This is an optimization exercise on Yosys and OpenROAD, whose aim is small area, not a production implementation.
The RTL was checked by simulation tests, not by an equivalence proof against the original design.
The clock port is modelled as an ideal driver, which makes a skipped or thinned clock tree look cheaper than it is; a real chip needs a root buffer or a tree.
Power is estimated from default activity; no workload was simulated.

job 4846:
==> flow/design.v <==
`timescale 1ns / 1ps
module baud_rate_gen (clk, rst, S_tick);
    input clk, rst;
    output S_tick;
    reg [8:0] lfsr;
    assign S_tick = ~lfsr[8] & lfsr[6] & ~lfsr[4] & ~lfsr[3] & lfsr[2] & ~lfsr[1] & ~lfsr[0];
    always @ (posedge clk, posedge rst) begin
        if (rst)
            lfsr <= 9'h164;
        else
            lfsr <= {lfsr[7:0], (lfsr[8] ^ lfsr[4]) | S_tick};
    end
endmodule
`timescale 1ns / 1ps
module UART_FIFO (clk, rst, wr_en, wr_data, rd_en, rd_data, empty, full, head);
    input clk, rst, wr_en, rd_en;
    input [7:0] wr_data;
    output empty, full;
    output reg [7:0] rd_data;
    output [7:0] head;
    reg [127:0] mem;
    reg [4:0] last;
    assign empty = (last == 5'b11111);
    assign full  = (last == 5'b01111);
    wire [15:0] sel = (16'd1 << last[3:0]) & {16{~rst}};
    wire [7:0] p0, p1, p2, p3, p4, p5, q0, q1;
    UART_AOI222 s0 (.a(mem[7:0]),     .b(mem[15:8]),    .c(mem[23:16]),
                    .sa(sel[0]),  .sb(sel[1]),  .sc(sel[2]),  .y(p0));
    UART_AOI222 s1 (.a(mem[31:24]),   .b(mem[39:32]),   .c(mem[47:40]),
                    .sa(sel[3]),  .sb(sel[4]),  .sc(sel[5]),  .y(p1));
    UART_AOI222 s2 (.a(mem[55:48]),   .b(mem[63:56]),   .c(mem[71:64]),
                    .sa(sel[6]),  .sb(sel[7]),  .sc(sel[8]),  .y(p2));
    UART_AOI222 s3 (.a(mem[79:72]),   .b(mem[87:80]),   .c(mem[95:88]),
                    .sa(sel[9]),  .sb(sel[10]), .sc(sel[11]), .y(p3));
    UART_AOI222 s4 (.a(mem[103:96]),  .b(mem[111:104]), .c(mem[119:112]),
                    .sa(sel[12]), .sb(sel[13]), .sc(sel[14]), .y(p4));
    UART_NAND2  s5 (.a(mem[127:120]), .sa(sel[15]), .y(p5));
    UART_NAND3  n0 (.a(p0), .b(p1), .c(p2), .y(q0));
    UART_NAND3  n1 (.a(p3), .b(p4), .c(p5), .y(q1));
    assign head = q0 | q1;
    wire do_wr = wr_en & ~full;
    wire do_rd = rd_en & ~empty;
    wire up = do_wr & ~do_rd;
    wire down = do_rd & ~do_wr;
    wire [4:0] flip;
    assign flip[0] = up | down;
    assign flip[1] = (up & last[0]) | (down & ~last[0]);
    assign flip[2] = (up & (&last[1:0])) | (down & ~(|last[1:0]));
    assign flip[3] = (up & (&last[2:0])) | (down & ~(|last[2:0]));
    assign flip[4] = (up & (&last[3:0])) | (down & ~(|last[3:0]));
    always @ (posedge clk) begin
        if (do_wr)
            mem <= {mem[119:0], wr_data};
    end
    always @ (posedge clk) begin
        if (rst)
            last <= 5'b11111;
        else
            last <= last ^ flip;
    end
    always @ (posedge clk) begin
        if (do_rd | rst)
            rd_data <= head;
    end
endmodule
module UART_AOI222 (a, b, c, sa, sb, sc, y);
    input [7:0] a, b, c;
    input sa, sb, sc;
    output [7:0] y;
    assign y = ~((a & {8{sa}}) | (b & {8{sb}}) | (c & {8{sc}}));
endmodule
module UART_NAND2 (a, sa, y);
    input [7:0] a;
    input sa;
    output [7:0] y;
    assign y = ~(a & {8{sa}});
endmodule
module UART_NAND3 (a, b, c, y);
    input [7:0] a, b, c;
    output [7:0] y;
    assign y = ~(a & b & c);
endmodule
`timescale 1ns / 1ps
module UART_TX (clk, S_tick, tx_start, rst, din, head, tx, tx_done_tick);
    input clk, tx_start, rst;
    input S_tick;
    input [7:0] din, head;
    output tx_done_tick;
    output reg tx;
    reg active, same, ready, par;
    reg [3:0] idx, tick_count;
    assign tx_done_tick = ~active & ~idx[0];
    wire bit_end = S_tick & (tick_count == 4'd15);
    wire last = (idx == 4'd1);
    wire equal;
    UART_EQ8 compare (.a(head), .b(din), .y(equal));
    wire frame_bit;
    UART_FRAME_BIT frame (.idx(idx), .din(din), .par(par), .y(frame_bit));
    always @ (posedge clk, posedge rst) begin
        if (rst) begin
            active <= 1'b0;
            same <= 1'b0;
            ready <= 1'b0;
            tx <= 1'b1;
        end
        else begin
            tx <= active ? frame_bit : 1'b1;
            ready <= ~active & same;
            if (~active & tx_start)
                same <= ~tx_done_tick | equal;
            if (~active)
                active <= tx_start & ready;
            else if (bit_end & last)
                active <= 1'b0;
        end
    end
    always @ (posedge clk) begin
        if (~active) begin
            tick_count <= 4'd0;
            idx <= 4'd7;
            par <= 1'b0;
        end
        else if (S_tick) begin
            tick_count <= tick_count + 1'b1;
            if (tick_count == 4'd15) begin
                idx <= idx + 1'b1;
                par <= par ^ frame_bit;
            end
        end
    end
endmodule
module UART_EQ8 (a, b, y);
    input [7:0] a, b;
    output y;
    assign y = (a == b);
endmodule
module UART_FRAME_BIT (idx, din, par, y);
    input [3:0] idx;
    input [7:0] din;
    input par;
    output y;
    assign y = idx[3] ? din[idx[2:0]] : (~idx[1] & (idx[0] | par));
endmodule
`timescale 1ns / 1ps
module UART_RX (clk, S_tick, rst, rx, dout, rx_done_tick, parity_error, frame_error);
    parameter IDLE = 2'b00;
    parameter START = 2'b01;
    parameter SHIFT = 2'b10;
    parameter STOP = 2'b11;
    input clk, rst;
    input S_tick;
    input rx;
    output [7:0] dout;
    output reg rx_done_tick;
    output reg parity_error;
    output frame_error;
    reg [1:0] cs;
    reg [3:0] tick_count;
    reg [8:0] data;
    reg par, start_bit;
    assign dout = data[8:1];
    wire bit_end = S_tick & (tick_count == 4'd15);
    assign frame_error = rx_done_tick & (start_bit | (cs == STOP));
    always @ (posedge clk, posedge rst) begin
        if (rst) begin
            cs <= IDLE;
            rx_done_tick <= 1'b0;
            parity_error <= 1'b0;
        end
        else begin
            rx_done_tick <= (cs == STOP) & bit_end;
            parity_error <= (cs == STOP) & par;
            case (cs)
                IDLE:  if (~rx) cs <= START;
                START: if (bit_end) cs <= SHIFT;
                SHIFT: if (bit_end & data[0]) cs <= STOP;
                STOP:  if (bit_end & rx) cs <= IDLE;
            endcase
        end
    end
    always @ (posedge clk) begin
        if (cs == IDLE) begin
            tick_count <= 4'd8;
            data <= 9'h100;
            par <= 1'b0;
        end
        else if (S_tick)
            tick_count <= tick_count + 1'b1;
        if (bit_end) begin
            if (cs == START)
                start_bit <= rx;
            if (cs == SHIFT) begin
                par <= par ^ rx;
                if (~data[0])
                    data <= {rx, data[8:1]};
            end
        end
    end
endmodule
`timescale 1ns / 1ps
module Transmitter_TOP (clk, rst, S_tick, tx_wr_data, tx_wr_en, tx, tx_full);
    input clk, rst, S_tick, tx_wr_en;
    input [7:0] tx_wr_data;
    output tx, tx_full;
    wire tx_rd_en;
    wire [7:0] tx_rd_data, tx_head;
    wire tx_empty;
    UART_TX transmitter (.clk(clk), .S_tick(S_tick), .rst(rst), .tx_start(~tx_empty),
                         .din(tx_rd_data), .head(tx_head), .tx(tx), .tx_done_tick(tx_rd_en));
    UART_FIFO tx_fifo (.clk(clk), .rst(rst), .wr_en(tx_wr_en), .wr_data(tx_wr_data),
                       .rd_en(tx_rd_en), .rd_data(tx_rd_data), .empty(tx_empty), .full(tx_full),
                       .head(tx_head));
endmodule
`timescale 1ns / 1ps
module Receiver_TOP (clk, rst, S_tick, rx, rx_rd_en, rx_rd_data, rx_empty, rx_full, rx_parity_error, rx_frame_error);
    input clk, rst, S_tick, rx, rx_rd_en;
    output [7:0] rx_rd_data;
    output rx_empty, rx_full, rx_parity_error, rx_frame_error;
    wire rx_wr_en;
    wire [7:0] rx_wr_data;
    wire [7:0] rx_head;
    UART_RX receiver (.clk(clk), .S_tick(S_tick), .rst(rst), .rx(rx), .dout(rx_wr_data),
                      .rx_done_tick(rx_wr_en), .parity_error(rx_parity_error), .frame_error(rx_frame_error));
    UART_FIFO rx_fifo (.clk(clk), .rst(rst), .wr_en(rx_wr_en), .wr_data(rx_wr_data), .rd_en(rx_rd_en),
                       .rd_data(rx_rd_data), .empty(rx_empty), .full(rx_full), .head(rx_head));
endmodule
`timescale 1ns / 1ps
module UART_wrapper (clk, rst, rx, rx_rd_en, tx_wr_data, tx_wr_en, rx_rd_data, rx_empty, rx_full, tx, tx_full,
                     rx_parity_error, rx_frame_error);
    parameter N_BIT = 8;   
    input clk, rst;
    input rx;   
    input rx_rd_en;   
    input tx_wr_en;   
    input [N_BIT - 1 : 0] tx_wr_data;   
    output rx_empty, rx_full;   
    output tx;   
    output tx_full;   
    output rx_parity_error, rx_frame_error;   
    output [N_BIT - 1 : 0] rx_rd_data;   
    wire S_tick;   
    baud_rate_gen baud_rate_generator (.clk(clk), .rst(rst), .S_tick(S_tick));
    Transmitter_TOP tx_top (.clk(clk), .rst(rst), .S_tick(S_tick), .tx_wr_data(tx_wr_data), .tx_wr_en(tx_wr_en),
                           .tx(tx), .tx_full(tx_full));
    Receiver_TOP rx_top (.clk(clk), .rst(rst), .S_tick(S_tick), .rx(rx), .rx_rd_en(rx_rd_en), .rx_rd_data(rx_rd_data),
                         .rx_empty(rx_empty), .rx_full(rx_full), .rx_parity_error(rx_parity_error), .rx_frame_error(rx_frame_error));
endmodule
==> flow/config.mk <==
export PLATFORM = sky130hd
export DESIGN_NAME = UART_wrapper
export DESIGN_NICKNAME = UART_wrapper
export VERILOG_FILES = /design/flow/design.v
export SDC_FILE = /design/flow/constraint.sdc
export NUM_CORES = 4
export LEC_CHECK = 0
export CAP_MARGIN = 5
export CORE_MARGIN = 2
export CORE_UTILIZATION = 55
export SLEW_MARGIN = 5
export SYNTH_HIERARCHICAL = 1
export SYNTH_MINIMUM_KEEP_SIZE = 0
==> flow/constraint.sdc <==
create_clock -name core_clock -period 20.0 [get_ports {clk}]
set_input_delay 4.0000 -clock core_clock [delete_from_list [all_inputs] [get_ports {clk}]]
set_output_delay 4.0000 -clock core_clock [all_outputs]
set_load 0.01 [all_outputs]
standard.sh (not shown) runs the stock make flow with config.mk's settings and CLKGATE_MAP_FILE= SYNTH_SCRIPT=/design/flow/synth_recipe.tcl, a recipe that flattens the netlist after the stock synthesis.
==> flow/flow/run.sh <==
#!/bin/bash
# Own flow: the standard synthesis, then the standard ORFS steps with
#  - cells downsized to their smallest equivalent before placement (flow/downsize.tcl),
#  - port buffers made with buf_1,
#  - a clock tree of small clock buffers without dummy loads.
set -euo pipefail
HERE=$(pwd)
bash standard.sh synth > synth.log 2>&1
export PRE_GLOBAL_PLACE_TCL=$HERE/flow/downsize.tcl
export BUFFER_PORTS_ARGS="-buffer_cell sky130_fd_sc_hd__buf_1"
export CTS_ARGS="-sink_clustering_enable -repair_clock_nets -buf_list {sky130_fd_sc_hd__clkbuf_8 sky130_fd_sc_hd__clkbuf_16} -sink_clustering_size 34 -sink_clustering_max_diameter 100 -dont_use_dummy_load"
bash standard.sh > layout.log 2>&1
==> flow/flow/downsize.tcl <==
# Area recovery before placement: give every cell the smallest-area cell of the same function
# and pins (its drive strength may change; a register stays the same kind of register). Repair
# later in the flow upsizes or buffers again where slew, capacitance or timing need it.
set lib [lindex [get_libs *] 0]
sta::make_equiv_cells $lib
set dont_use_pat {probe|lpflow|clkdlybuf|dlygate|dlymetal|clkbuf|clkinv}
set saved 0.0
set n 0
foreach inst [[ord::get_db_block] getInsts] {
  set master [$inst getMaster]
  if { [$master getType] ne "CORE" } { continue }
  set name [$master getName]
  set cell [get_lib_cells -quiet $name]
  if { $cell eq "" } { continue }
  set best $name
  set best_area [expr { [$master getWidth] * [$master getHeight] }]
  foreach eq [sta::find_equiv_cells $cell] {
    set en [get_name $eq]
    if { [regexp $dont_use_pat $en] } { continue }
    set m [[ord::get_db] findMaster $en]
    if { $m eq "NULL" } { continue }
    set a [expr { [$m getWidth] * [$m getHeight] }]
    if { $a < $best_area } { set best $en; set best_area $a }
  }
  if { $best ne $name } {
    set old [expr { [$master getWidth] * [$master getHeight] }]
    set saved [expr { $saved + $old - $best_area }]
    incr n
    replace_cell [$inst getName] $best
  }
}
set dbu [[ord::get_db_block] getDbUnitsPerMicron]
puts "downsize: $n cells replaced, [expr { $saved / $dbu / $dbu }] um2 saved"
Job 4846: flow completed, timing, DRC and antenna clean
Setup changes, job 4846 to job 8934
==> flow/flow/run.sh <==
#!/bin/bash
# Own flow: the standard synthesis, then the standard ORFS steps with
#  - cells downsized to their smallest equivalent before placement (flow/downsize.tcl),
#  - port buffers made with buf_1,
#  - a clock tree without dummy loads, whose root buffer drives the leaf buffers directly
#    (flow/flatten_tree.tcl removes the branching level CTS puts between them).
set -euo pipefail
HERE=$(pwd)
bash standard.sh synth > synth.log 2>&1
export PRE_GLOBAL_PLACE_TCL=$HERE/flow/downsize.tcl
export BUFFER_PORTS_ARGS="-buffer_cell sky130_fd_sc_hd__buf_1"
export POST_CTS_TCL=$HERE/flow/flatten_tree.tcl
export CTS_ARGS="-sink_clustering_enable -repair_clock_nets -buf_list {sky130_fd_sc_hd__clkbuf_16} -sink_clustering_size 34 -sink_clustering_max_diameter 100 -dont_use_dummy_load"
bash standard.sh > layout.log 2>&1
==> flow/flow/flatten_tree.tcl (new file) <==
# Clock tree: drop the branching level between the root buffer and the leaf buffers. A clock
# buffer that is driven by another clock buffer and drives only clock buffers is removed, and its
# loads move to the net that fed it, so the root buffer drives every leaf buffer directly.
set block [ord::get_db_block]
proc clk_buffer { inst } {
  return [string match "sky130_fd_sc_hd__clkbuf_*" [[$inst getMaster] getName]]
}
set removed 0
foreach inst [$block getInsts] {
  if { ![clk_buffer $inst] } { continue }
  set a [$inst findITerm A]
  set x [$inst findITerm X]
  set in_net [$a getNet]
  set out_net [$x getNet]
  if { $in_net eq "NULL" || $out_net eq "NULL" } { continue }
  set driver ""
  foreach it [$in_net getITerms] {
    if { [$it isOutputSignal] } { set driver [$it getInst] }
  }
  if { $driver eq "" || ![clk_buffer $driver] } { continue }
  set loads {}
  set only_buffers 1
  foreach it [$out_net getITerms] {
    if { [$it isInputSignal] } {
      lappend loads $it
      if { ![clk_buffer [$it getInst]] } { set only_buffers 0 }
    }
  }
  if { !$only_buffers || [llength [$out_net getBTerms]] > 0 } { continue }
  foreach it $loads {
    $it disconnect
    $it connect $in_net
  }
  $a disconnect
  $x disconnect
  odb::dbInst_destroy $inst
  odb::dbNet_destroy $out_net
  incr removed
}
puts "flatten_tree: removed $removed clock buffers"
[summary]
- Going from job 4846 to job 8934, total power of the final layout fell by about 2%, sum of routed wire length over all layers saw a decrease, fraction of area in multi-input gates level, sequential share of layout area now larger, share of the clock period used by the worst path grew by 0.37 points.
- | number of instances on the worst hold path | job 4846 vs job 8934 | ≈ equal |
- Looking at shortest clock period the worst path allows after layout, job 8934 sits 74 ps higher than job 4846 does.
- ~same hold slack in job 4846 and job 8934
Modified inputs, job 7674 compared to job 8934
- a change of SLEW_MARGIN from 5 to 20
- a change of CAP_MARGIN from 5 to 20
==> flow/flow/run.sh <==
#!/bin/bash
# Own flow: the standard synthesis, then the standard ORFS steps with
#  - cells downsized to their smallest equivalent before placement (flow/downsize.tcl),
#  - port buffers made with buf_1,
#  - a clock tree of small clock buffers without dummy loads.
set -euo pipefail
HERE=$(pwd)
bash standard.sh synth > synth.log 2>&1
export PRE_GLOBAL_PLACE_TCL=$HERE/flow/downsize.tcl
export BUFFER_PORTS_ARGS="-buffer_cell sky130_fd_sc_hd__buf_1"
export CTS_ARGS="-sink_clustering_enable -repair_clock_nets -buf_list {sky130_fd_sc_hd__clkbuf_16} -sink_clustering_size 34 -sink_clustering_max_diameter 100 -dont_use_dummy_load"
bash standard.sh > layout.log 2>&1
removed: flow/flow/flatten_tree.tcl
Job 7674 finished end to end and its layout was clean on timing, DRC and antenna. Going from job 8934 to job 7674, combinational power grew slightly. Any difference in post-route non-filler standard cell count between job 7674 and job 8934 is small enough to ignore. Data required time at the worst endpoint was lower in the run labelled job 8934. Changes observed in job 7674 relative to job 8934: number of placed instances with taps included shows no meaningful change; worst setup margin now larger. Total wire length delta (job 7674 − job 8934): unfavourable. Delta (job 7674 minus job 8934): period utilization decreased 0.25 points, register bit count reported by yosys about even.
Relative to job 7674, the following input files were edited for job 2576:
- a change of CAP_MARGIN from 20 to 5
- a change of SLEW_MARGIN from 20 to 5
## What came out
Status: layout overhead on the synthesized area parity (job 2576, job 7674)
Internal power: job 2576 vs job 7674, no meaningful difference
The share of cell area taken by multi-input logic gates was comparable across job 2576 and job 7674.
Hold slack: job 7674 vs job 2576 — no meaningful difference
The via count on job 2576 is in line with that on job 7674.
Job 2576 ended up with a higher net switching component of the power than job 7674 did.
The register-to-register slack of job 2576 is higher than that of job 7674.
Total area of sequential cells: job 2576 vs job 7674 — no meaningful difference
Comparing job 2576 and job 7674, the higher iteration count of the initial detailed-routing pass was measured on job 2576.
| per-cell via count in the routed design | job 7674 vs job 2576 | ≈ equal |

==> afterwards: timing with drivers on the ports <==
No port has a modelled driver above. Below, the same layouts with a new extraction and two added sets of constraints.
Step 1 (the two cells are an assumption about what drives the block):
set clk [get_ports {clk}]
set_driving_cell -lib_cell sky130_fd_sc_hd__clkbuf_16 $clk
set_driving_cell -lib_cell sky130_fd_sc_hd__buf_2 [delete_from_list [all_inputs] $clk]
Step 2 moves the port delays by t, midway between the first and last clock arrival at a register: inputs arrive t later, outputs are due t later. That takes back most of the time a late clock gives input paths.
Three values: no drivers, after step 1, after step 2; two values: the first two.
run | shift t [ns] | setup slack, ns | worst setup path after step 2 | clock arrival spread, ns | worst data-port slew with drivers (ns)
job 4846 | 0.512 | 13.595 / 13.614 / 13.102 | input to register | 0.048 / 0.048 | 0.04
job 8934 | 0.450 | 13.521 / 13.540 / 13.090 | input to register | 0.046 / 0.046 | 0.04
job 7674 | 0.529 | 13.570 / 13.594 / 13.065 | input to register | 0.047 / 0.048 | 0.04
job 2576 | 0.512 | 13.595 / 13.614 / 13.102 | input to register | 0.048 / 0.048 | 0.04
After both steps setup and hold are still met in every run listed. For job 7674, which loses most, drivers alone change the setup slack by +0.024 ns; drivers and shift together by -0.505 ns.
